This design comes from an exercise in tuning for small area on the open sky130 flow, not from production work.
The RTL was checked by simulation tests, not by an equivalence proof against the original design.
Power and IR drop assume default switching activity.

`flow/config.mk`:
```
export PLATFORM = sky130hd
export DESIGN_NAME = proc
export DESIGN_NICKNAME = proc
export VERILOG_FILES = /design/flow/design.v
export SDC_FILE = /design/flow/constraint.sdc
export NUM_CORES = 4
export LEC_CHECK = 0
export CAP_MARGIN = 20
export CORE_MARGIN = 2
export CORE_UTILIZATION = 40
export SLEW_MARGIN = 20
```
`flow/constraint.sdc`:
```
create_clock -name core_clock -period 22.0 [get_ports {clk}]
set_input_delay 4.4000 -clock core_clock [delete_from_list [all_inputs] [get_ports {clk}]]
set_output_delay 4.4000 -clock core_clock [all_outputs]
set_load 0.01 [all_outputs]
```
`flow/design.v`:
```
module proc(clk, rst, imem_addr, imem_rdata, addr, data_out, dmem_be, dmem_we, dmem_rdata, io_en);
  input clk, rst;
  output wire [31:0] imem_addr;
  input  wire [31:0] imem_rdata;
  output wire [31:0] addr, data_out;
  output wire [3:0] dmem_be;
  output wire dmem_we;
  input  wire [31:0] dmem_rdata;
  output wire io_en;
  wire [31:0] ins = imem_rdata;
  wire [15:0] h = ins[15:0];
  reg  [31:1] pc_q;
  wire [31:0] pc = {pc_q, 1'b0};
  reg  [31:1] pop_q;
  reg  [3:0]  flags;               
  reg  [2:0]  st;                  
  reg  [15:0] plist;
  reg  [3:0]  rnum;
  reg  [31:0] r [0:14];
  wire c_ldst  = h[15:13] == 3'b011;
  wire c_lit   = h[15:11] == 5'b01001;
  wire c_push  = h[15:9]  == 7'b1011010;
  wire c_pop   = h[15:9]  == 7'b1011110;
  wire c_imm8  = h[15:13] == 3'b001;
  wire c_asreg = h[15:10] == 6'b000110;
  wire c_adr   = h[15:12] == 4'b1010;
  wire c_ldsp  = h[15:12] == 4'b1001;
  wire c_asimm = h[15:10] == 6'b000111;
  wire c_shift = (h[15:13] == 3'b000) & ~(h[12] & h[11]);
  wire c_dp    = h[15:10] == 6'b010000;
  wire c_bx    = h[15:8]  == 8'b01000111;
  wire c_spec  = (h[15:10] == 6'b010001) & ~(h[9] & h[8]);
  wire c_rev   = h[15:8]  == 8'b10111010;
  wire c_ext   = h[15:8]  == 8'b10110010;
  wire c_adjsp = h[15:8]  == 8'b10110000;
  wire c_b     = h[15:11] == 5'b11100;
  wire c_bc    = h[15:12] == 4'b1101;
  wire c_bl    = (ins[31:30] == 2'b11) & (h[15:11] == 5'b11110);
  wire c_pp    = c_push | c_pop;
  wire c_br    = c_b | c_bc | c_bl | c_bx;
  wire [3:0] dop = h[9:6];
  wire dp_and = c_dp & (dop == 4'b0000);
  wire dp_eor = c_dp & (dop == 4'b0001);
  wire dp_lsl = c_dp & (dop == 4'b0010);
  wire dp_lsr = c_dp & ((dop == 4'b0011) | (dop == 4'b0100));
  wire dp_adc = c_dp & (dop == 4'b0101);
  wire dp_rsb = c_dp & (dop == 4'b1001);
  wire dp_cmp = c_dp & (dop == 4'b1010);
  wire dp_orr = c_dp & (dop == 4'b1100);
  wire dp_sum = c_dp & ~(dp_and | dp_eor | dp_lsl | dp_lsr | dp_orr);
  wire sh_lsl = c_shift & (h[12:11] == 2'b00);
  wire sh_lsr = c_shift & (h[12:11] != 2'b00);
  wire spec_mov = c_spec & (h[9:8] == 2'b10);
  wire spec_cmp = c_spec & (h[9:8] == 2'b01);
  wire imm8_mov = c_imm8 & (h[12:11] == 2'b00);
  localparam S_IDLE = 3'b000, S_INIT = 3'b001, S_SHIFT = 3'b010, S_DONE = 3'b011,
             S_STORE = 3'b100, S_DEC = 3'b110, S_INC = 3'b111;
  wire s_done  = st == S_DONE;
  wire s_store = st == S_STORE;
  wire s_decinc = st[2] & st[1];
  wire s_dec   = st == S_DEC;
  wire [15:0] rlist = c_push ? {1'b0, h[8], 6'b0, h[7:0]} :
                      c_pop  ? {h[8], 7'b0, h[7:0]} : 16'b0;
  wire [15:0] rlist_rev = c_pop ? {h[0], h[1], h[2], h[3], h[4], h[5], h[6], h[7], 7'b0, h[8]} : 16'b0;
  reg [2:0] st_n;
  always @(*) begin
    case (st)
      S_IDLE:  st_n = c_pp ? S_INIT : S_IDLE;
      S_INIT, S_SHIFT:
               st_n = (plist == 16'b0) ? S_DONE : ~plist[0] ? S_SHIFT : c_push ? S_DEC : S_STORE;
      S_DEC:   st_n = S_STORE;
      S_INC:   st_n = S_SHIFT;
      S_STORE: st_n = c_push ? S_SHIFT : S_INC;
      S_DONE:  st_n = S_IDLE;
      default: st_n = S_IDLE;
    endcase
  end
  always @(posedge clk) begin
    if (rst) begin
      st <= S_IDLE;
      plist <= 16'b0;
    end else begin
      st <= st_n;
      case (st)
        S_IDLE:  plist <= c_push ? rlist : rlist_rev;
        S_INIT:  plist <= rlist;
        S_SHIFT: plist <= {1'b0, plist[15:1]};
        default: plist <= plist;
      endcase
    end
  end
  always @(posedge clk) begin
    if (!rst) begin
      case (st)
        S_IDLE:  rnum <= c_push ? 4'hf : 4'h0;
        S_INIT:  rnum <= 4'hf;
        S_SHIFT: rnum <= c_push ? rnum + 4'h1 : rnum - 4'h1;
        default: rnum <= rnum;
      endcase
    end
  end
  wire save_pc = s_store & (rnum == 4'hf) & ~c_push & (plist != 16'b0);
  wire stall = c_pp & ~s_done;
  reg [3:0] ra, rb;
  always @(*) begin
    if (c_dp)                      ra = {1'b0, h[2:0]};
    else if (c_bx | c_spec)        ra = h[6:3];
    else if (c_imm8)               ra = {1'b0, h[10:8]};
    else if (c_adr | c_ldsp | c_adjsp | (c_pp & st[2])) ra = 4'd13;
    else if (c_ldst | c_asreg | c_asimm | c_shift | c_rev | c_ext) ra = {1'b0, h[5:3]};
    else                           ra = 4'd0;
  end
  always @(*) begin
    if (c_ldst)                    rb = {1'b0, h[2:0]};
    else if (c_asreg)              rb = {1'b0, h[8:6]};
    else if (c_dp)                 rb = {1'b0, h[5:3]};
    else if (c_spec & ~spec_mov)   rb = {h[7], h[2:0]};
    else if (c_ldsp)               rb = {1'b0, h[10:8]};
    else if (c_pp)                 rb = rnum;
    else                           rb = 4'd0;
  end
  wire [31:0] q0 = (ra == 4'hf) ? 32'b0 : r[ra];
  wire [31:0] q1 = (rb == 4'hf) ? 32'b0 : r[rb];
  wire [31:2] inc = pc[31:2] + 30'd1;
  wire [31:0] pc2 = pc[1] ? {inc, 2'b00} : {pc[31:2], 2'b10};
  wire a_pc  = c_adr & ~h[11];
  wire a_pc4 = c_lit | c_b | c_bc | c_bl;
  wire a_zero = dp_rsb | c_bx;
  wire [31:0] opa = a_pc  ? pc :
                    a_pc4 ? {inc, pc[1] & ~c_lit, 1'b0} :
                    a_zero ? 32'b0 : q0;
  wire b_reg = c_asreg | c_dp | c_spec | (~c_ldst & ~c_lit & ~c_pp & ~c_imm8 & ~c_adr & ~c_ldsp &
               ~c_asimm & ~c_shift & ~c_bx & ~c_rev & ~c_ext & ~c_adjsp & ~c_br);
  reg [31:0] bimm;
  always @(*) begin
    bimm = 32'b0;
    if (c_ldst)       bimm[6:2] = h[12] ? {2'b0, h[10:8]} : h[10:6];
    if (c_lit | c_adr | c_ldsp) bimm[9:2] = h[7:0];
    if (c_imm8 & ~imm8_mov) bimm[7:0] = h[7:0];
    if (c_asimm)      bimm[2:0] = h[8:6];
    if (c_shift)      bimm[4:0] = h[10:6];
    if (c_adjsp)      bimm[8:2] = h[6:0];
    if (c_pp & s_decinc) bimm[2] = 1'b1;
    if (c_b)          bimm = {{20{h[10]}}, h[10:0], 1'b0};
    if (c_bc)         bimm = {{23{h[7]}}, h[7:0], 1'b0};
    if (c_bl)         bimm = {{8{h[10]}}, ~(h[10] ^ ins[29]), ~(h[10] ^ ins[27]), h[9:0], ins[26:16], 1'b0};
  end
  wire [31:0] opb = b_reg ? q1 : bimm;
  wire sub = (c_imm8 & h[11]) | ((c_asreg | c_asimm) & h[9]) | dp_rsb | dp_cmp | spec_cmp |
             (c_adjsp & h[7]) | (c_pp & s_dec);
  wire cin = sub | (dp_adc & flags[1]);
  wire [31:0] bn = sub ? ~opb : opb;
  wire [32:0] sum33 = {1'b0, opa} + {1'b0, bn} + {32'b0, cin};
  wire [31:0] sum = sum33[31:0];
  wire cout = sum33[32];
  wire shl = sh_lsl | dp_lsl;
  wire shr = sh_lsr | dp_lsr;
  function [31:0] rev32(input [31:0] x);
    integer k;
    for (k = 0; k < 32; k = k + 1) rev32[k] = x[31-k];
  endfunction
  wire [31:0] shin = shr ? rev32(q0) : q0;
  wire [32:0] shz = (opb[31:6] != 26'b0) ? 33'b0 : ({1'b0, shin} << opb[5:0]);
  wire [31:0] sh_l = shz[31:0];
  wire [31:0] sh_r = rev32(shz[31:0]);
  wire sh_c = shz[32];
  wire t_sum = c_ldst | c_lit | c_imm8 | c_asreg | c_adr | c_ldsp | c_asimm | dp_sum | c_spec |
               c_adjsp | c_pp | ~(c_ldst | c_lit | c_pp | c_imm8 | c_asreg | c_adr | c_ldsp | c_asimm |
               c_shift | c_dp | c_bx | c_spec | c_rev | c_ext | c_adjsp | c_b | c_bc | c_bl);
  wire [31:0] extv = h[7] ? (h[6] ? {24'b0, q0[7:0]} : {16'b0, q0[15:0]})
                          : (h[6] ? {{24{q0[7]}}, q0[7:0]} : {{16{q0[15]}}, q0[15:0]});
  wire [31:0] alu_out = ({32{t_sum}} & sum) |
                        ({32{dp_and}} & (q0 & opb)) |
                        ({32{dp_orr}} & (q0 | opb)) |
                        ({32{dp_eor}} & (q0 ^ opb)) |
                        ({32{shl}} & sh_l) |
                        ({32{shr}} & sh_r) |
                        ({32{c_rev}} & {q0[7:0], q0[15:8], q0[23:16], q0[31:24]}) |
                        ({32{c_ext}} & extv);
  assign addr = alu_out;
  assign data_out = q1;
  assign dmem_we = ((c_ldst | c_ldsp) & ~h[11]) | (c_push & s_store);
  assign dmem_be = (c_ldst & h[12]) ? (4'b0001 << h[7:6]) : 4'hf;
  assign io_en = (|alu_out[31:24]) & dmem_we;
  wire [1:0] bsel = (c_ldst & h[12]) ? h[7:6] : 2'b00;
  wire [31:0] dmem_sh = dmem_rdata >> {bsel, 3'b000};
  wire w_dmem = c_ldst | c_lit | c_ldsp | (c_pp & ~s_decinc);
  wire w_imm8 = imm8_mov;
  wire w_lr   = c_bl;
  wire w_mov  = spec_mov;
  wire [31:0] wdata = w_dmem ? dmem_sh :
                      w_mov  ? q0 :
                      w_imm8 ? {24'b0, h[7:0]} :
                      w_lr   ? {inc, pc[1], 1'b1} : alu_out;
  reg [3:0] rw;
  always @(*) begin
    if (c_ldst | c_asreg | c_asimm | c_shift | c_dp | c_rev | c_ext) rw = {1'b0, h[2:0]};
    else if (c_spec)                    rw = {h[7], h[2:0]};
    else if (c_adjsp | c_pp & s_decinc) rw = 4'd13;
    else if (c_bl)                      rw = 4'd14;
    else if (c_pp)                      rw = rnum;
    else                                rw = {1'b0, h[10:8]};
  end
  wire we = (c_ldst & h[11]) | c_lit | (c_imm8 & (h[12:11] != 2'b01)) | c_asreg | c_adr |
            (c_ldsp & h[11]) | c_asimm | c_shift | (c_dp & ~dp_cmp) | (c_spec & ~spec_cmp) |
            c_rev | c_ext | c_adjsp | c_bl | (c_pp & (s_decinc | (s_store & ~c_push)));
  wire [31:0] wd = rst ? 32'b0 : wdata;
  genvar gi;
  generate for (gi = 0; gi < 15; gi = gi + 1) begin : RF
    wire en = rst | (we & (rw == gi));
    always @(posedge clk) if (en) r[gi] <= wd;
  end endgenerate
  wire uns = c_lit | c_ldsp;
  wire c_shcarry = shl;
  wire c_zero = shr | dp_and | dp_eor | dp_orr | c_rev | c_ext;
  wire ovf = sum[31] ? (~opa[31] & ~bn[31]) : (opa[31] & bn[31]);
  wire nf = c_br ? 1'b0 : uns ? cout : sum[31];
  wire zf = c_br ? 1'b1 : ~(|sum);
  wire cf = c_br ? 1'b0 : c_shcarry ? sh_c : c_zero ? 1'b0 : cout;
  wire vf = c_br ? 1'b0 : uns ? cout : ovf;
  wire fn = flags[3], fz = flags[2], fc = flags[1], fv = flags[0];
  reg taken;
  always @(*) begin
    case (h[11:8])
      4'h0: taken = fz;
      4'h1: taken = ~fz;
      4'h2: taken = fc;
      4'h3: taken = ~fc;
      4'h4: taken = fn;
      4'h5: taken = ~fn;
      4'h6: taken = fv;
      4'h7: taken = ~fv;
      4'h8: taken = fc & ~fz;
      4'h9: taken = ~fc | fz;
      4'ha: taken = fn == fv;
      4'hb: taken = fn != fv;
      4'hc: taken = ~fz & (fn == fv);
      4'hd: taken = fz & (fn != fv);
      default: taken = 1'b1;
    endcase
  end
  wire [31:0] npc = c_bx ? {q0[31:1], 1'b0} :
                    (c_b | c_bl | (c_bc & taken)) ? sum :
                    (c_pop & h[8]) ? {pop_q, 1'b0} : pc2;
  always @(posedge clk) begin
    if (rst) begin
      pc_q <= 31'b0;
      flags <= 4'b0;
    end else if (!stall) begin
      pc_q <= npc[31:1];
      flags <= {nf, zf, cf, vf};
    end
  end
  always @(posedge clk) begin
    if (rst) pop_q <= 31'b0;
    else if (save_pc) pop_q <= dmem_sh[31:1];
  end
  assign imem_addr = pc;
endmodule
```
`flow/run.sh`:
```
#!/bin/bash
# synth_recipe.tcl (not shown) runs the flow's synth.tcl, then flattens the netlist and writes it again
# the make line also repeats each setting of config.mk as NAME=value (left out here)
make -C /OpenROAD-flow-scripts/flow DESIGN_CONFIG=/design/flow/config.mk WORK_HOME=/design/flow/orfs CLKGATE_MAP_FILE= SYNTH_SCRIPT=/design/flow/synth_recipe.tcl finish
```
==> results of run 1 <==
-- cell families (layout without fill, tap and decap cells) --
group | Yosys count | count (layout) | share of synthesized area
AOI/OAI and AO/OA | 1667 | 1667 | 0.288
buffers and inverters | 486 | 640 | 0.0519
DFF | 569 | 569 | 0.403
muxes | 131 | 131 | 0.0353
xor gates and xnor gates | 98 | 98 | 0.0213
adders and majority gates | 102 | 102 | 0.0322
and+or+nand+nor | 1400 | 1400 | 0.168
other | 1 | 12 | 0.0000931
-- synth_stat cells (24+ instances only) --
cell	count
nand3_1	193
a221o_1	25
a31oi_1	78
o21ai_0	255
a221oi_1	86
dfxtp_1	85
buf_1	31
o211ai_1	81
nor3_1	111
mux2_2	34
nand4_1	47
a21o_1	41
o22ai_1	43
a22o_1	27
mux2i_1	87
ha_1	99
clkbuf_1	205
nand2b_1	24
buf_2	117
nand2_1	381
and3_1	67
o21ai_1	38
xor2_1	31
and2_1	28
xnor2_1	67
inv_1	100
a32oi_1	40
a21oi_1	356
o31ai_1	24
nor2b_1	27
edfxtp_1	484
o221ai_1	32
a22oi_1	96
nor4_1	27
a211oi_1	141
nor2_1	376
-- path summary, 6_finish.rpt --
| path | startpoint | to | depth (start not counted) | slack, ps |
|---|---|---|---|---|
| worst min-delay path | pop_q[22]$_SDFFE_PP0P_ | pop_q[22]$_SDFFE_PP0P_ | 2 | 460 |
| worst min register to register | pop_q[22]$_SDFFE_PP0P_ | pop_q[22]$_SDFFE_PP0P_ | 2 | 460 |
| worst max-delay path | imem_rdata[14] | io_en | 27 | 1930 |
| worst max register to register | st[2]$_SDFF_PP0_ | r[11][31]$_DFFE_PP_ | 29 | 11540 |
-- flip-flops by register name, summed over array words and instances, names as in the netlist --
signal,cells
pc_q,31
rnum,4
flags,4
r,480
st,3
plist,16
pop_q,31
-- layout make-up --
cell class / count / area (um2)
multi-input combinational: 3399 / 22500
clock inverter: 40 / 415
timing repair buffer: 416 / 3570
clock buffer: 78 / 1740
sequential: 569 / 16200
inverter: 106 / 398
antenna: 11 / 27.5
tap: 1298 / 1620
fill: 9525 / 53500
-- routing by layer --
| metal | wire, um | vias up | part of all wire | global-route usage |
|---|---|---|---|---|
| li1 | - | 17500 | - | - |
| met1 | 81700 | 21100 | 0.35 | 0.533 |
| met2 | 91000 | 4295 | 0.39 | 0.606 |
| met3 | 37200 | 1146 | 0.16 | 0.187 |
| met4 | 22100 | 14 | 0.095 | 0.320 |
| met5 | 176 | - | 0.00076 | 0 |
-- power groups by stage --
stage	sequential [mW]	combinational, mW	clock (mW)
6_report	1.66	2.34	1.14
5_1_grt	1.67	2.37	1.18
4_1_cts	1.64	2.20	1.13
3_5_place_dp	1.66	2.19	0
3_3_place_gp	1.66	2.19	0
2_1_floorplan	1.60	1.14	0
-- per-stage QoR --
step / total power, mW / instances / instance area [um2]
floorplan: 2.74 / 4454 / 40300
global placement: 3.85 / 5784 / 44300
detailed placement: 3.85 / 5786 / 44300
CTS: 4.97 / 5904 / 46400
global route: 5.22 / 5910 / 46500
finish: 5.13 / 5917 / 46500
-- worst register-to-register path: cells and delay by family (launching register included) --
family	cells	cell delay, ps
AO/OA/AOI/OAI	15	4480
AND/OR/NAND/NOR	8	3350
buffers and inverters	4	1110
flip-flops	1	700
XOR/XNOR	1	260
adder cells (fa/ha/maj)	1	210
==> results.txt, run 1 <==
Post-synthesis async set-or-reset flop share: 0
Logic pwr share: 0.456
Slew HR: 0.180
Root Driver: clkbuf_16
EDFF count, synth: 484
CTS buffer count: 67
Sw frac: 0.439
Slowest stage delay, CP: 1070 ps
P_leak: 16.8 nW
F_max: 49.8 MHz
Top cells by area, synth: edfxtp_1 (36%), a21oi_1 (4.4%), dfxtp_1 (4.2%)
Reg clk slew, reported paths: 60 ps
Syn_area_per_cell: 9.04 um2
Arrival @ worst endpoint: 15670 ps
Largest area contributor in the netlist: edfxtp_1
Worst slack, placed: 2430 ps
Die area: 103000 um2
First-pass GRT wire length: 318 mm
Sequential group share of total power: 0.323
Seq cells post-synth: 569
Final WS setup: 1930 ps
Vias in the first global route: 39900
First drt pass iteration count: 7
# resized after CTS: 0
CP delay by family, top: compound AO/OA/AOI/OAI gates
Pwr/cell area: 110 nW/um2
Die height: 321 um
Hold Buf Count CTS: 0
Crit path kind: in2out
Worst hold path class: reg2reg
Cells after Synth: 4454
Final setup violation count: 0
CP max-delay cell: clkdlybuf4s50_1
Initial antenna violation count: 14
Post-layout util: 0.465
Clock skew: 33.6 ps
Total negative setup slack: 0 ps
Worst setup EP type: output pin
Layout cells sized above 1: 0.123
Clock sinks: 569
Main flop type after synthesis: edfxtp_1
Final WL: 232 mm
RSZ-0062 raised after global routing: no
Placement row count: 116
Chip width: 321 um
Total Routing Usage GR: 0.435
Clock latency (worst-skew pair): 670 ps
Syn-to-layout area delta: 15.4%
Nets: 4727
Setup Buffers After CTS: 0
Vias: 44100
Final Hold Vio Count: 0
Period utilization: 0.912
CTS H-tree lvls: 3
Worst path required time: 17600 ps
Slew @ Worst Pin: 1230 ps
Core area: 100000 um2
Tmin final: 20070 ps
Worst VDD drop: 0.0000735 V
Crit path buf inv count: 6
CTS tree: done
Avg WL per Cell: 39.2 um
YS warnings: 2
Cell seen most often among critical-path stages: buf_4
Clock Power Share: 0.222
Initial detailed-routing violation count: 9400
Antenna-violating nets left: 0
Slew Viols, Final: 0
Crit-path max FO: 27
HPWL Detailed: 160 mm
Total grt overflow: 0
Clk buf depth: 3
I/O pin cnt: 168
# port buffers: 165
Int Power: 2.88 mW
Count of different cell masters after synthesis: 119
Vias per inst: 7.45
Initial Util: 0.403
Fin Hold WS: 461 ps
Seq/Total Area, Yosys: 0.403
Mapped cell area: 40300 um2
Largest net degree at the start of global routing: 65
Commonest cells after routing, fill and taps aside: edfxtp_1 (484), nand2_1 (380), nor2_1 (370)
Synth top area share: 0.361
Worst setup SP type: input port
Max cap viols: 0
Commonest non-fill, non-tap cell in the layout: edfxtp_1
DRC Markers: 0
Status: timing/DRC/antenna clean
Switch Pwr: 2.25 mW
GP Congestion: 1.07
==> run 2, diff against run 1 <==
--- a/flow/design.v
+++ b/flow/design.v
@@ -121,4 +121,13 @@
   end
-  wire [31:0] q0 = (ra == 4'hf) ? 32'b0 : r[ra];
-  wire [31:0] q1 = (rb == 4'hf) ? 32'b0 : r[rb];
+  wire [479:0] rflat;
+  wire [14:0] sel0, sel1;
+  genvar gr;
+  generate for (gr = 0; gr < 15; gr = gr + 1) begin : RSEL
+    assign rflat[gr*32 +: 32] = r[gr];
+    assign sel0[gr] = ra == gr;
+    assign sel1[gr] = rb == gr;
+  end endgenerate
+  wire [31:0] q0, q1;
+  rf_rdport rp0 (.rr(rflat), .s(sel0), .q(q0));
+  rf_rdport rp1 (.rr(rflat), .s(sel1), .q(q1));
   wire [31:2] inc = pc[31:2] + 30'd1;
@@ -259 +268,25 @@
 endmodule
+module rf_rdport(rr, s, q);
+  input [479:0] rr;
+  input [14:0] s;
+  output [31:0] q;
+  genvar j, k;
+  generate for (j = 0; j < 32; j = j + 1) begin : B
+    wire [4:0] y;
+    for (k = 0; k < 5; k = k + 1) begin : G
+      rf_aoi222 u (.a1(rr[(3*k)*32+j]), .a2(s[3*k]), .b1(rr[(3*k+1)*32+j]), .b2(s[3*k+1]),
+                   .c1(rr[(3*k+2)*32+j]), .c2(s[3*k+2]), .y(y[k]));
+    end
+    rf_nand5 n (.a(y[0]), .b(y[1]), .c(y[2]), .d(y[3]), .e(y[4]), .y(q[j]));
+  end endgenerate
+endmodule
+module rf_aoi222(a1, a2, b1, b2, c1, c2, y);
+  input a1, a2, b1, b2, c1, c2;
+  output y;
+  assign y = ~((a1 & a2) | (b1 & b2) | (c1 & c2));
+endmodule
+module rf_nand5(a, b, c, d, e, y);
+  input a, b, c, d, e;
+  output y;
+  assign y = ~(a & b & c & d & e);
+endmodule
--- a/flow/config.mk
+++ b/flow/config.mk
@@ -9,3 +9,4 @@
 export CORE_MARGIN = 2
-export CORE_UTILIZATION = 40
+export CORE_UTILIZATION = 65
 export SLEW_MARGIN = 20
+export SYNTH_HIERARCHICAL = 1
==> run 2 against run 1 <==
Synthesized cell count decreased by 25%; largest power group unchanged; first-iteration DRC count grew 13%; routed wire length fell by 30%; combinational power shrank 24%; highest routed layer unchanged; register-to-register slack better by 780 ps; non-clock buffer count fell by 112.
==> results.txt, run 2 <==
Reg clk slew, reported paths: 60 ps
Antenna-violating nets left: 0
Simple logic cell fraction of the synthesized area: 0.129
Hold Buf Count CTS: 0
Busiest grt layer: met2
CTS H-tree lvls: 2
Slew Viols, Final: 0
F_max: 50.4 MHz
Vias per inst: 8.71
Commonest non-fill, non-tap cell in the layout: edfxtp_1
Hold path endpoint: pop_q[26]$_SDFFE_PP0P_
Largest net degree at the start of global routing: 91
Syn_area_per_cell: 10.4 um2
Initial Util: 0.660
Commonest cells in the netlist: edfxtp_1 (484), a222oi_1 (320), nor2_1 (315)
Seq/Total Area, Yosys: 0.466
Synthesized-area fraction occupied by adder cells: 0.0373
Compound-gate portion of the synthesized area: 0.256
DRC Markers: 0
Arrival @ worst endpoint: 15420 ps
HPWL Detailed: 103 mm
Switch Pwr: 1.85 mW
Chip width: 236 um
Post-Synth XOR/XNOR Area: 0.0231
Worst setup SP type: input port
Cells after Synth: 3362
RSZ-0062 raised after global routing: no
RR Startpoint: st[2]$_SDFF_PP0_
RR Endpoint: r[6][30]$_DFFE_PP_
Most frequent cell after synthesis: edfxtp_1
Largest family of logic cells by synthesized area: compound AO/OA/AOI/OAI gates
Clock Power Share: 0.225
Final setup violation count: 0
Commonest cells after routing, fill and taps aside: edfxtp_1 (484), a222oi_1 (320), nor2_1 (280)
Slew @ Worst Pin: 1260 ps
Total negative setup slack: 0 ps
Core area: 52800 um2
Worst path required time: 17600 ps
Met3 Resource Use GR: 0.259
Vias in the first global route: 34400
CTS buffer count: 55
Synth top area share: 0.417
DP Area: 37700 um2
Final Hold Vio Count: 0
# port buffers: 165
Die height: 236 um
Pwr/cell area: 111 nW/um2
Avg WL per Cell: 38.1 um
Biggest register: r
Top cells by area, synth: edfxtp_1 (42%), a222oi_1 (9.2%), dfxtp_1 (4.9%)
Vias: 37000
Root Driver: clkbuf_16
Biggest regs: r (480), pc_q (31), pop_q (31)
Period utilization: 0.901
Largest area contributor in the netlist: edfxtp_1
Crit-path max FO: 39
Die area: 55500 um2
Seq cells post-synth: 569
Met1 usage: 0.681
# resized after CTS: 0
YS warnings: 8
Clock skew: 78.0 ps
EDFF count, synth: 484
I/O pin cnt: 168
Crit path from: imem_rdata[12]
Count of different cell masters after synthesis: 101
Reg2reg setup slack: 12320 ps
Logic pwr share: 0.403
First-pass GRT wire length: 233 mm
Final design instance area without fill: 39700 um2
Worst setup EP type: output pin
Clk buf depth: 3
R2R depth: 25
Initial detailed-routing violation count: 10600
GP Congestion: 1.13
Clock sinks: 569
Global-route track usage on met2: 0.789
P_leak: 14.7 nW
Status: timing/DRC/antenna clean
Nets: 3674
Post-synthesis async set-or-reset flop share: 0
Max cap viols: 0
Layout cells sized above 1: 0.0930
Placement row count: 84
Slowest stage delay, CP: 850 ps
Initial antenna violation count: 7
Filler cell count in the final layout: 3373
Mapped cell area: 34800 um2
First drt pass iteration count: 21
Hold Crit Depth: 2
Setup Buffers After CTS: 0
Worst hold path class: reg2reg
Final WL: 162 mm
Total grt overflow: 0
Max FFs per register: 480
Main flop type after synthesis: edfxtp_1
CP max-delay cell: o31ai_1
Sw frac: 0.418
Worst VDD drop: 0.000130 V
Tmin final: 19820 ps
Int Power: 2.58 mW
Slew HR: 0.161
Crit path kind: in2out
Post-synthesis mux area share: 0.0507
CTS tree: done
Syn-to-layout area delta: 13.9%
Total Routing Usage GR: 0.564
HP Start: pop_q[26]$_SDFFE_PP0P_
Clock latency (worst-skew pair): 680 ps
Sequential group share of total power: 0.372
## run 2: Yosys stat by module, one instance, submodules excluded, excerpt
module | area (um2) | flops+latches | cells inside
rf_aoi222 | 10.0 | 0 | 1
proc | 30900 | 569 | 2914
rf_nand5 | 11.3 | 0 | 2
## run 2: how the worst max path moves through the flow
stage	end	slack (ps)
2_1_floorplan	io_en	4630
5_1_grt	io_en	2150
3_5_place_dp	io_en	3030
4_1_cts	io_en	2830
3_3_place_gp	io_en	3270
6_report	io_en	2180
## run 2: per-layer routing
| metal | part of all wire | up-vias |
|---|---|---|
| met1 | 0.31 | 16700 |
| met5 | 0.00038 | - |
| met2 | 0.40 | 4724 |
| met3 | 0.19 | 1402 |
| li1 | - | 14100 |
| met4 | 0.11 | 6 |
## run 2: power by group through the flow
| stage | Combinational [mW] | Sequential, mW | Clock, mW |
|---|---|---|---|
| 6_report | 1.78 | 1.64 | 0.996 |
| 5_1_grt | 1.80 | 1.65 | 1.02 |
| 4_1_cts | 1.64 | 1.62 | 0.980 |
| 3_5_place_dp | 1.61 | 1.62 | 0 |
| 3_3_place_gp | 1.57 | 1.58 | 0 |
| 2_1_floorplan | 0.899 | 1.57 | 0 |
## run 2: kinds of logic after synthesis
logic type / Yosys count
flops: 569
xor+xnor: 92
other cells: 1
simple gates: 936
compound gates: 1171
fa+ha+maj: 102
mux: 173
buf+inv: 318
## run 2: cell type report
cell class                      count  area [um2]  share of cell area
Tap cell                          688         861              0.0217
Clock buffer                       68        1430              0.0359
Timing Repair Buffer              304        2710              0.0682
Multi-Input combinational cell   2475       17700               0.445
Sequential cell                   569       16200               0.409
Clock inverter                     32         402              0.0101
Inverter                          101         382             0.00962
Antenna cell                        6        15.0            0.000378
## run 2: critical path, delay by kind of cell
family	cells	cell delay, ps
buffers and inverters	5	2040
AOI/OAI and AO/OA	11	4340
adders and majority gates	2	1080
xor gates and xnor gates	2	380
and+or+nand+nor	10	3110
## run 2: through the flow
stage | setup WS [ps] | hold WS (ps) | total power, mW | cells | util
floorplan | 4630 | 454 | 2.47 | 3362 | -
global placement | 3270 | 465 | 3.16 | 4136 | 0.715
detailed placement | 3030 | 477 | 3.23 | 4136 | 0.715
CTS | 2830 | 491 | 4.24 | 4236 | 0.750
global route | 2150 | 503 | 4.46 | 4237 | 0.752
finish | 2180 | 495 | 4.42 | 4243 | 0.752
==> run 3, diff against run 2 <==
--- a/flow/design.v
+++ b/flow/design.v
@@ -132,10 +132,21 @@
   rf_rdport rp1 (.rr(rflat), .s(sel1), .q(q1));
-  wire [31:2] inc = pc[31:2] + 30'd1;
-  wire [31:0] pc2 = pc[1] ? {inc, 2'b00} : {pc[31:2], 2'b10};
+  wire [31:2] inc;
+  wire [32:2] icy;
+  assign icy[2] = 1'b1;
+  genvar gc;
+  generate for (gc = 2; gc < 32; gc = gc + 1) begin : INC
+    assign inc[gc] = pc[gc] ^ icy[gc];
+    assign icy[gc+1] = pc[gc] & icy[gc];
+  end endgenerate
   wire a_pc  = c_adr & ~h[11];
-  wire a_pc4 = c_lit | c_b | c_bc | c_bl;
-  wire a_zero = dp_rsb | c_bx;
-  wire [31:0] opa = a_pc  ? pc :
-                    a_pc4 ? {inc, pc[1] & ~c_lit, 1'b0} :
-                    a_zero ? 32'b0 : q0;
+  wire a_inc = c_lit | c_b | c_bc | c_bl;
+  wire a_q0  = ~(a_pc | a_inc | dp_rsb | c_bx);
+  wire a_p1  = c_b | c_bc | c_bl;
+  wire [31:0] opa;
+  aor #(3) uopa1 (.d({q0[1], pc[1], pc[1]}), .s({a_q0, a_pc, a_p1}), .y(opa[1]));
+  aor #(1) uopa0 (.d(q0[0]), .s(a_q0), .y(opa[0]));
+  genvar ga;
+  generate for (ga = 2; ga < 32; ga = ga + 1) begin : OPA
+    aor #(3) u (.d({q0[ga], pc[ga], inc[ga]}), .s({a_q0, a_pc, a_inc}), .y(opa[ga]));
+  end endgenerate
   wire b_reg = c_asreg | c_dp | c_spec | (~c_ldst & ~c_lit & ~c_pp & ~c_imm8 & ~c_adr & ~c_ldsp &
@@ -164,2 +175,4 @@
   wire cout = sum33[32];
+  wire [31:0] pg = opa ^ bn;
+  wire [31:0] gg = opa & bn;
   wire shl = sh_lsl | dp_lsl;
@@ -172,4 +185,2 @@
   wire [32:0] shz = (opb[31:6] != 26'b0) ? 33'b0 : ({1'b0, shin} << opb[5:0]);
-  wire [31:0] sh_l = shz[31:0];
-  wire [31:0] sh_r = rev32(shz[31:0]);
   wire sh_c = shz[32];
@@ -178,12 +189,22 @@
                c_shift | c_dp | c_bx | c_spec | c_rev | c_ext | c_adjsp | c_b | c_bc | c_bl);
-  wire [31:0] extv = h[7] ? (h[6] ? {24'b0, q0[7:0]} : {16'b0, q0[15:0]})
-                          : (h[6] ? {{24{q0[7]}}, q0[7:0]} : {{16{q0[15]}}, q0[15:0]});
-  wire [31:0] alu_out = ({32{t_sum}} & sum) |
-                        ({32{dp_and}} & (q0 & opb)) |
-                        ({32{dp_orr}} & (q0 | opb)) |
-                        ({32{dp_eor}} & (q0 ^ opb)) |
-                        ({32{shl}} & sh_l) |
-                        ({32{shr}} & sh_r) |
-                        ({32{c_rev}} & {q0[7:0], q0[15:8], q0[23:16], q0[31:24]}) |
-                        ({32{c_ext}} & extv);
+  wire t_g = dp_and | dp_orr;
+  wire t_p = dp_eor | dp_orr;
+  wire e_lo  = c_ext;                        
+  wire e_mid = c_ext & ~h[6];                
+  wire e_b   = c_ext & ~h[7] & h[6];         
+  wire e_h   = c_ext & ~h[7] & ~h[6];        
+  wire [31:0] alu_out;
+  genvar gb;
+  generate for (gb = 0; gb < 32; gb = gb + 1) begin : AO
+    if (gb < 8) begin : L
+      aor #(7) u (.d({sum[gb], gg[gb], pg[gb], shz[gb], shz[31-gb], q0[31-(gb/8)*8-7+(gb%8)], q0[gb]}),
+                  .s({t_sum, t_g, t_p, shl, shr, c_rev, e_lo}), .y(alu_out[gb]));
+    end else if (gb < 16) begin : M
+      aor #(8) u (.d({sum[gb], gg[gb], pg[gb], shz[gb], shz[31-gb], q0[31-(gb/8)*8-7+(gb%8)], q0[gb], q0[7]}),
+                  .s({t_sum, t_g, t_p, shl, shr, c_rev, e_mid, e_b}), .y(alu_out[gb]));
+    end else begin : H
+      aor #(8) u (.d({sum[gb], gg[gb], pg[gb], shz[gb], shz[31-gb], q0[31-(gb/8)*8-7+(gb%8)], q0[7], q0[15]}),
+                  .s({t_sum, t_g, t_p, shl, shr, c_rev, e_b, e_h}), .y(alu_out[gb]));
+    end
+  end endgenerate
   assign addr = alu_out;
@@ -194,11 +215,32 @@
   wire [1:0] bsel = (c_ldst & h[12]) ? h[7:6] : 2'b00;
-  wire [31:0] dmem_sh = dmem_rdata >> {bsel, 3'b000};
-  wire w_dmem = c_ldst | c_lit | c_ldsp | (c_pp & ~s_decinc);
-  wire w_imm8 = imm8_mov;
-  wire w_lr   = c_bl;
-  wire w_mov  = spec_mov;
-  wire [31:0] wdata = w_dmem ? dmem_sh :
-                      w_mov  ? q0 :
-                      w_imm8 ? {24'b0, h[7:0]} :
-                      w_lr   ? {inc, pc[1], 1'b1} : alu_out;
+  wire [3:0] bs = {4{~rst}} & {bsel == 2'd3, bsel == 2'd2, bsel == 2'd1, bsel == 2'd0};
+  wire [31:0] dsh;
+  genvar gd;
+  generate for (gd = 0; gd < 32; gd = gd + 1) begin : DS
+    if (gd < 8) begin : B0
+      aor #(4) u (.d({dmem_rdata[gd+24], dmem_rdata[gd+16], dmem_rdata[gd+8], dmem_rdata[gd]}), .s(bs), .y(dsh[gd]));
+    end else if (gd < 16) begin : B1
+      aor #(3) u (.d({dmem_rdata[gd+16], dmem_rdata[gd+8], dmem_rdata[gd]}), .s(bs[2:0]), .y(dsh[gd]));
+    end else if (gd < 24) begin : B2
+      aor #(2) u (.d({dmem_rdata[gd+8], dmem_rdata[gd]}), .s(bs[1:0]), .y(dsh[gd]));
+    end else begin : B3
+      aor #(1) u (.d(dmem_rdata[gd]), .s(bs[0]), .y(dsh[gd]));
+    end
+  end endgenerate
+  wire nr = ~rst;
+  wire w_dmem = nr & (c_ldst | c_lit | c_ldsp | (c_pp & ~s_decinc));
+  wire w_mov  = nr & spec_mov;
+  wire w_imm8 = nr & imm8_mov;
+  wire w_lr   = nr & c_bl;
+  wire w_alu  = nr & ~(c_ldst | c_lit | c_ldsp | (c_pp & ~s_decinc) | spec_mov | imm8_mov | c_bl);
+  wire [31:0] lr = {inc, pc[1], 1'b1};
+  wire [31:0] wd;
+  genvar gw;
+  generate for (gw = 0; gw < 32; gw = gw + 1) begin : WD
+    if (gw < 8) begin : L
+      aor #(5) u (.d({alu_out[gw], dsh[gw], q0[gw], h[gw], lr[gw]}), .s({w_alu, w_dmem, w_mov, w_imm8, w_lr}), .y(wd[gw]));
+    end else begin : H
+      aor #(4) u (.d({alu_out[gw], dsh[gw], q0[gw], lr[gw]}), .s({w_alu, w_dmem, w_mov, w_lr}), .y(wd[gw]));
+    end
+  end endgenerate
   reg [3:0] rw;
@@ -215,3 +257,2 @@
             c_rev | c_ext | c_adjsp | c_bl | (c_pp & (s_decinc | (s_store & ~c_push)));
-  wire [31:0] wd = rst ? 32'b0 : wdata;
   genvar gi;
@@ -250,12 +291,18 @@
   end
-  wire [31:0] npc = c_bx ? {q0[31:1], 1'b0} :
-                    (c_b | c_bl | (c_bc & taken)) ? sum :
-                    (c_pop & h[8]) ? {pop_q, 1'b0} : pc2;
+  wire n_bx  = nr & c_bx;
+  wire n_br  = nr & (c_b | c_bl | (c_bc & taken));
+  wire n_pop = nr & c_pop & h[8];
+  wire n_seq = nr & ~(c_bx | c_b | c_bl | (c_bc & taken) | (c_pop & h[8]));
+  wire n_inc = n_seq & pc[1];
+  wire n_pc  = n_seq & ~pc[1];
+  wire [31:1] npc;
+  aor #(4) unpc1 (.d({q0[1], sum[1], pop_q[1], 1'b1}), .s({n_bx, n_br, n_pop, n_pc}), .y(npc[1]));
+  genvar gp;
+  generate for (gp = 2; gp < 32; gp = gp + 1) begin : NP
+    aor #(5) u (.d({q0[gp], sum[gp], pop_q[gp], inc[gp], pc[gp]}), .s({n_bx, n_br, n_pop, n_inc, n_pc}), .y(npc[gp]));
+  end endgenerate
   always @(posedge clk) begin
-    if (rst) begin
-      pc_q <= 31'b0;
-      flags <= 4'b0;
-    end else if (!stall) begin
-      pc_q <= npc[31:1];
-      flags <= {nf, zf, cf, vf};
+    if (rst | ~stall) begin
+      pc_q <= npc;
+      flags <= {nf, zf, cf, vf} & {4{nr}};
     end
@@ -263,4 +310,3 @@
   always @(posedge clk) begin
-    if (rst) pop_q <= 31'b0;
-    else if (save_pc) pop_q <= dmem_sh[31:1];
+    if (rst | save_pc) pop_q <= dsh[31:1];
   end
@@ -292 +338,45 @@
 endmodule
+module aor #(parameter N = 3) (d, s, y);
+  input [N-1:0] d, s;
+  output y;
+  localparam N3 = N / 3;
+  localparam R = N % 3;
+  localparam G = N3 + R;
+  genvar k;
+  generate
+    if (N == 1) begin : A1
+      g_and2 u (.a(d[0]), .b(s[0]), .y(y));
+    end else if (N == 2) begin : A2
+      g_ao22 u (.a1(d[0]), .a2(s[0]), .b1(d[1]), .b2(s[1]), .y(y));
+    end else begin : AN
+      wire [G-1:0] gy;
+      for (k = 0; k < N3; k = k + 1) begin : T
+        rf_aoi222 u (.a1(d[3*k]), .a2(s[3*k]), .b1(d[3*k+1]), .b2(s[3*k+1]), .c1(d[3*k+2]), .c2(s[3*k+2]), .y(gy[k]));
+      end
+      for (k = 0; k < R; k = k + 1) begin : P
+        g_nand2 u (.a(d[3*N3+k]), .b(s[3*N3+k]), .y(gy[N3+k]));
+      end
+      g_nandn #(G) un (.a(gy), .y(y));
+    end
+  endgenerate
+endmodule
+module g_and2(a, b, y);
+  input a, b;
+  output y;
+  assign y = a & b;
+endmodule
+module g_ao22(a1, a2, b1, b2, y);
+  input a1, a2, b1, b2;
+  output y;
+  assign y = (a1 & a2) | (b1 & b2);
+endmodule
+module g_nand2(a, b, y);
+  input a, b;
+  output y;
+  assign y = ~(a & b);
+endmodule
+module g_nandn #(parameter G = 2) (a, y);
+  input [G-1:0] a;
+  output y;
+  assign y = ~(&a);
+endmodule
==> flow/flow/run.sh (new file) <==
#!/bin/bash
# The standard ORFS layout, with the port buffers made from a small buffer cell
# instead of the default delay-buffer choice. Everything else is the standard flow.
set -euo pipefail
bash standard.sh BUFFER_PORTS_ARGS="-buffer_cell sky130_fd_sc_hd__buf_1" finish > standard_flow.log 2>&1
==> flow/standard.sh (new file) <==
#!/bin/bash
# synth_recipe.tcl (not shown) runs the flow's synth.tcl, then flattens the netlist and writes it again
# the make line also repeats each setting of config.mk as NAME=value (left out here)
make -C /OpenROAD-flow-scripts/flow DESIGN_CONFIG=/design/flow/config.mk WORK_HOME=/design/flow/orfs CLKGATE_MAP_FILE= SYNTH_SCRIPT=/design/flow/synth_recipe.tcl "${@:-finish}"
--- a/flow/config.mk
+++ b/flow/config.mk
@@ -9,3 +9,3 @@
 export CORE_MARGIN = 2
-export CORE_UTILIZATION = 65
+export CORE_UTILIZATION = 50
 export SLEW_MARGIN = 20
removed: flow/run.sh
==> run 3 against run 2 <==
Critical path depth up 3; first-iteration DRC count is 25% lower; via count down 18%; worst hold slack better by 11 ps; still clean; sequential cell count did not move.
==> results.txt, run 3 <==
Post-synthesis mux area share: 0.0383
Total Routing Usage GR: 0.411
Post-synthesis async set-or-reset flop share: 0
Die height: 258 um
Total negative setup slack: 0 ps
Die area: 66400 um2
Mapped cell area: 32200 um2
Max cap viols: 0
Final setup violation count: 0
Worst setup SP type: input port
Slowest stage delay, CP: 530 ps
Int Power: 2.49 mW
GP Congestion: 1.01
Slew @ Worst Pin: 1250 ps
Crit path buf inv count: 5
Vias in the first global route: 28500
Worst path required time: 17600 ps
Reg clk slew, reported paths: 60 ps
Commonest cells after routing, fill and taps aside: edfxtp_1 (550), a222oi_1 (500), nand2_1 (307)
Switch Pwr: 1.64 mW
Initial Util: 0.503
Sequential group share of total power: 0.398
Vias: 30400
Crit-path max FO: 35
Cells after Synth: 2739
Hold Buf Count CTS: 0
Initial detailed-routing violation count: 8034
Layout cells sized above 1: 0.103
I/O pin cnt: 168
CP max-delay cell: o311ai_0
Worst setup EP type: output pin
Clock skew: 62.7 ps
First-pass GRT wire length: 200 mm
YS warnings: 8
Chip width: 258 um
Status: timing/DRC/antenna clean
Total grt overflow: 0
Worst hold path class: reg2reg
Synthesized-area fraction occupied by adder cells: 0.0264
# resized after CTS: 0
Slew HR: 0.159
CTS buffer count: 59
Seq cells post-synth: 569
F_max: 56.8 MHz
Filler cell count in the final layout: 5459
Final WS setup: 4400 ps
Post-Synth XOR/XNOR Area: 0.0188
P_leak: 13.3 nW
Avg WL per Cell: 36.5 um
Commonest non-fill, non-tap cell in the layout: edfxtp_1
Core area: 64000 um2
Most frequent cell after synthesis: edfxtp_1
Sequential cell area: 16900 um2
DRC Markers: 0
Main flop type after synthesis: edfxtp_1
RSZ-0062 raised after global routing: no
Commonest cells in the netlist: edfxtp_1 (550), a222oi_1 (500), nand2_1 (308)
Sw frac: 0.397
Compound-gate portion of the synthesized area: 0.235
Nets: 3118
Setup Buffers After CTS: 0
HPWL Detailed: 92.9 mm
EDFF count, synth: 550
Clk buf depth: 3
Largest net degree at the start of global routing: 55
CP delay by family, top: compound AO/OA/AOI/OAI gates
Final Power: 4.13 mW
Tmin final: 17600 ps
Seq/Total Area, Yosys: 0.525
Final Hold Vio Count: 0
Biggest register: r
Clock latency (worst-skew pair): 690 ps
Placement row count: 93
Multi-input logic area: 15000 um2
Syn_area_per_cell: 11.8 um2
Vias per inst: 7.81
Top cells by area, synth: edfxtp_1 (51%), a222oi_1 (16%), nand2_1 (3.6%)
Pwr/cell area: 113 nW/um2
Slew Viols, Final: 0
Cell seen most often among critical-path stages: nand3_1
Initial antenna violation count: 5
Max FFs per register: 480
Worst VDD drop: 0.0000888 V
Biggest regs: r (480), pc_q (31), pop_q (31)
# port buffers: 165
Root Driver: clkbuf_16
Clock Power Share: 0.243
Arrival @ worst endpoint: 13200 ps
Period utilization: 0.800
Syn-to-layout area delta: 13.7%
Largest area contributor in the netlist: edfxtp_1
Synth top area share: 0.513
Count of different cell masters after synthesis: 102
Crit path kind: in2out
CTS tree: done
Final WL: 142 mm
Largest family of logic cells by synthesized area: compound AO/OA/AOI/OAI gates
First drt pass iteration count: 15
CTS H-tree lvls: 2
Clock sinks: 569
Antenna-violating nets left: 0
Worst slack, placed: 4790 ps
Simple logic cell fraction of the synthesized area: 0.135
Logic pwr share: 0.359
-- run 3: stage by stage --
stage                     utilization  std cells  hold slack, ps  instance area [um2]
after global placement          0.542       3780             480                34700
after CTS                       0.572       3886             504                36600
final                           0.572       3889             506                36600
after detailed placement        0.542       3780             490                34700
after floorplan                     -       2740             456                32200
after global routing            0.572       3886             517                36600
-- run 3: per-layer routing --
layer  wire length (um)  vias to the layer above  part of all wire  global-route usage
met5                 26                        -           0.00018                   0
met4               7380                        4             0.052               0.190
met3              20800                      376              0.15              0.0995
met2              62400                     2666              0.44               0.617
met1              51500                    14900              0.36               0.564
li1                   -                    12400                 -                   -
-- run 3: Yosys stat by module (local to each module, per instance), excerpt --
module     cell area [um2]  flops+latches  copies in the design
proc                 25100            569                     1
rf_nand5              11.3              0                    64
rf_aoi222             10.0              0                   494
g_ao22                8.76              0                     8
g_and2                6.26              0                     9
g_nand2               3.75              0                   165
-- run 3: kinds of logic (layout without fill, tap and decap cells) --
logic type,count (synthesis),count (layout)
AO/OA/AOI/OAI,887,887
XOR/XNOR,69,69
adder cells (fa/ha/maj),66,66
buffers and inverters,158,449
flip-flops,569,569
multiplexers,121,121
other,2,6
AND/OR/NAND/NOR,867,867
-- run 3: cell type report --
cell class,count,share of cell area
antenna,3,0.000205
clock buffer,75,0.0420
clock inverter,31,0.0103
inverter,67,0.00687
multi-input combinational,2013,0.410
sequential,569,0.462
tap,855,0.0292
timing repair buffer,276,0.0397
-- run 3: worst paths after layout --
path	from	endpoint	slack, ps	cells after the start
hold reg to reg	plist[0]$_SDFFE_PP0N_	st[2]$_SDFF_PP0_	510	2
setup reg to reg	pc_q[2]$_DFFE_PP_	r[1][30]$_DFFE_PP_	11950	39
setup / recovery	imem_rdata[14]	io_en	4400	33
hold / removal	plist[0]$_SDFFE_PP0N_	st[2]$_SDFF_PP0_	510	2
-- run 3: power by group through the flow --
stage	clock, mW	combinational [mW]	sequential (mW)
2_1_floorplan	0	0.837	1.62
3_3_place_gp	0	1.40	1.64
3_5_place_dp	0	1.41	1.66
4_1_cts	1.01	1.42	1.64
5_1_grt	1.05	1.54	1.67
6_report	1.00	1.48	1.64
-- run 3: worst reg2reg max path: cells and delay by family (launching register included) --
kind            cells  cell delay [ps]
buf+inv             2              280
simple gates        5             1280
fa+ha+maj          29             6550
flops               1              480
compound gates      3             1090
==> run 4, diff against run 3 <==
--- a/flow/flow/run.sh
+++ b/flow/flow/run.sh
@@ -4,2 +4,2 @@
 set -euo pipefail
-bash standard.sh BUFFER_PORTS_ARGS="-buffer_cell sky130_fd_sc_hd__buf_1" finish > standard_flow.log 2>&1
+bash standard.sh BUFFER_PORTS_ARGS="-buffer_cell sky130_fd_sc_hd__buf_2" finish > standard_flow.log 2>&1
--- a/flow/config.mk
+++ b/flow/config.mk
@@ -10,2 +10,5 @@
 export CORE_UTILIZATION = 50
+export CTS_BUF_LIST = sky130_fd_sc_hd__clkbuf_16
+export CTS_CLUSTER_DIAMETER = 60
+export CTS_CLUSTER_SIZE = 24
 export SLEW_MARGIN = 20
==> run 4 against run 3 <==
Register-to-register slack improved by 60 ps; still clean; clock power fell by 15%; worst hold slack improved by 1.4 ps; routed wire length fell by 0.43%; critical path depth fell by 5; maximum frequency fell by 0.43%; total power fell by 3.5%; critical endpoint unchanged; final cell count fell by 1.1%; largest cell class unchanged; sequential share of layout area rose by 0.41 points; core utilization fell by 0.50 points; area after synthesis did not move.
==> results.txt, run 4 <==
GP Congestion: 1.01
Hold Crit Depth: 2
Initial detailed-routing violation count: 8008
Fin Hold WS: 508 ps
CP delay by family, top: simple AND/OR/NAND/NOR gates
YS warnings: 8
CTS H-tree lvls: 2
Hold path endpoint: plist[15]$_SDFFE_PP0N_
Avg WL per Cell: 36.8 um
DP Area: 34800 um2
Slew @ Worst Pin: 1230 ps
Seq cells post-synth: 569
Commonest cells in the netlist: edfxtp_1 (550), a222oi_1 (500), nand2_1 (308)
Vias: 30300
Arrival @ worst endpoint: 13280 ps
R2R depth: 39
RR Endpoint: r[0][30]$_DFFE_PP_
# resized after CTS: 0
Largest net degree at the start of global routing: 55
Crit path buf inv count: 3
Initial antenna violation count: 6
Reg2reg setup slack: 12010 ps
Busiest grt layer: met2
Hold Buf Count CTS: 0
Die area: 66400 um2
Total Routing Usage GR: 0.408
Final setup violation count: 0
RSZ-0062 raised after global routing: no
Die height: 258 um
Final Hold Vio Count: 0
Max FFs per register: 480
Clock latency (worst-skew pair): 650 ps
Clock sinks: 569
Placement row count: 93
Met1 usage: 0.549
Worst hold path class: reg2reg
Sequential group share of total power: 0.412
Root Driver: clkbuf_16
Initial Util: 0.503
Biggest regs: r (480), pc_q (31), pop_q (31)
Clk buf depth: 3
Sw frac: 0.412
Max cap viols: 0
Most frequent cell after synthesis: edfxtp_1
Pwr/cell area: 110 nW/um2
DRC Markers: 0
Syn-to-layout area delta: 12.7%
Commonest non-fill, non-tap cell in the layout: edfxtp_1
Logic pwr share: 0.375
P_leak: 13.6 nW
Layout cells sized above 1: 0.152
Slew Viols, Final: 0
CTS tree: done
Switch Pwr: 1.64 mW
Crit path kind: in2out
Worst path required time: 17600 ps
Top cells by area, synth: edfxtp_1 (51%), a222oi_1 (16%), nand2_1 (3.6%)
Logic depth of the worst setup path including buffers: 28
Crit path from: imem_rdata[13]
First drt pass iteration count: 19
Setup Buffers After CTS: 0
Nets: 3088
RR Startpoint: pc_q[3]$_DFFE_PP_
Post-synthesis async set-or-reset flop share: 0
Main flop type after synthesis: edfxtp_1
Int Power: 2.34 mW
Syn_area_per_cell: 11.8 um2
Crit-path max FO: 32
Slew HR: 0.170
Chip width: 258 um
Total grt overflow: 0
Synth top area share: 0.513
Antenna-violating nets left: 0
Biggest register: r
Period utilization: 0.803
First-pass GRT wire length: 198 mm
Global-route track usage on met2: 0.618
Status: timing/DRC/antenna clean
F_max: 56.6 MHz
Largest area contributor in the netlist: edfxtp_1
Vias per inst: 7.87
Vias in the first global route: 28200
Tmin final: 17680 ps
EDFF count, synth: 550
Final design instance area without fill: 36300 um2
Cells after Synth: 2739
HPWL Detailed: 92.7 mm
HP Start: plist[15]$_SDFFE_PP0N_
Slowest stage delay, CP: 710 ps
Count of different cell masters after synthesis: 102
Clock skew: 62.8 ps
Worst setup EP type: output pin
Clock Power Share: 0.213
Met3 Resource Use GR: 0.112
Mapped cell area: 32200 um2
# port buffers: 165
CTS buffer count: 44
Worst VDD drop: 0.0000805 V
Core area: 64000 um2
Commonest cells after routing, fill and taps aside: edfxtp_1 (550), a222oi_1 (500), nand2_1 (307)
I/O pin cnt: 168
CP max-delay cell: o311ai_0
Worst setup SP type: input port
Reg clk slew, reported paths: 60 ps
Final WL: 141 mm
Seq/Total Area, Yosys: 0.525
Total negative setup slack: 0 ps
==> run 4: cell counts after synthesis <==
No cell type changed its count.
==> run 4: cell type report <==
class                   count  area [um2]
inverters                  67         251
diodes                      2        5.00
clock inverters            34         393
multi-input cells        2013       15000
flip-flops and latches    569       16900
fillers                  5482       27700
repair buffers            261        1560
well taps                 855        1070
clock buffers              44        1100
==> run 4: cells by family after synthesis <==
logic type / Yosys count / share of synthesized area
compound gates: 887 / 0.235
xor+xnor: 69 / 0.0188
fa+ha+maj: 66 / 0.0264
buf+inv: 158 / 0.0218
flops: 569 / 0.525
mux: 121 / 0.0383
other cells: 2 / 0.000233
simple gates: 867 / 0.135
==> run 4: worst min-delay path: cells and delay by family (launching register included) <==
| family | cells | cell delay, ps |
|---|---|---|
| AOI/OAI and AO/OA | 1 | 60 |
| DFF | 1 | 330 |
| and+or+nand+nor | 1 | 80 |
==> run 4: how the worst max path moves through the flow <==
stage	to	slack, ps
after global placement	io_en	4750
after CTS	io_en	4610
after detailed placement	io_en	4640
after floorplan	io_en	5860
after global routing	io_en	4100
final	io_en	4320
==> run 4: stage by stage <==
stage,total power [mW],cells,worst slack (ps),utilization
finish,3.99,3845,4320,0.567
global route,4.10,3843,4100,0.567
CTS,3.91,3843,4610,0.567
detailed placement,3.08,3765,4640,0.543
global placement,3.05,3764,4750,0.543
floorplan,2.45,2740,5860,-
==> run 4: routing by layer <==
metal,vias up,part of all wire
li1,12300,-
met1,14800,0.36
met2,2727,0.44
met3,371,0.15
met4,0,0.051
met5,-,0
==> run 4: power groups by stage <==
stage / combinational [mW] / clock, mW / sequential [mW]
2_1_floorplan: 0.837 / 0 / 1.62
3_3_place_gp: 1.41 / 0 / 1.64
3_5_place_dp: 1.42 / 0 / 1.66
4_1_cts: 1.43 / 0.852 / 1.63
5_1_grt: 1.56 / 0.884 / 1.66
6_report: 1.50 / 0.850 / 1.64
==> run 4: per-module statistics from Yosys, one instance, submodules excluded, a selection <==
module / times used / area [um2] / cells inside
g_and2: 9 / 6.26 / 1
rf_aoi222: 494 / 10.0 / 1
g_nand2: 165 / 3.75 / 1
proc: 1 / 25100 / 1793
g_ao22: 8 / 8.76 / 1
rf_nand5: 64 / 11.3 / 2

==> what the ideal ports hide <==
In the flow no input, the clock included, has a driving cell. The finished layouts below were timed again as built, in two steps. Step 1 (the two cells are an assumption about what drives the block):
set clk [get_ports {clk}]
set_driving_cell -lib_cell sky130_fd_sc_hd__clkbuf_16 $clk
set_driving_cell -lib_cell sky130_fd_sc_hd__buf_2 [delete_from_list [all_inputs] $clk]
Step 2 times the ports against the registers' clock, not the clock port: input delays grow and output delays shrink by t, the midpoint of the rising clock arrivals with the driver on. a / b / c = ideal ports / drivers / drivers and shift; a / b = the first two.
run | shift t [ns] | setup WS [ns] | worst setup path at the end | latest minus earliest clock arrival (ns) | worst slew at a driven data input, ns
run 1 | 0.732 | 1.933 / 1.884 / 1.884 | input to output | 0.033 / 0.034 | 0.08
run 2 | 0.707 | 2.178 / 2.149 / 2.149 | input to output | 0.078 / 0.078 | 0.06
run 3 | 0.721 | 4.399 / 4.372 / 4.372 | input to output | 0.063 / 0.062 | 0.06
run 4 | 0.692 | 4.323 / 4.301 / 4.301 | input to output | 0.062 / 0.063 | 0.05
After both steps setup and hold are still met in every run listed. The setup slack of run 1, which loses most, moves by -0.049 ns with the drivers and by -0.049 ns with both steps.
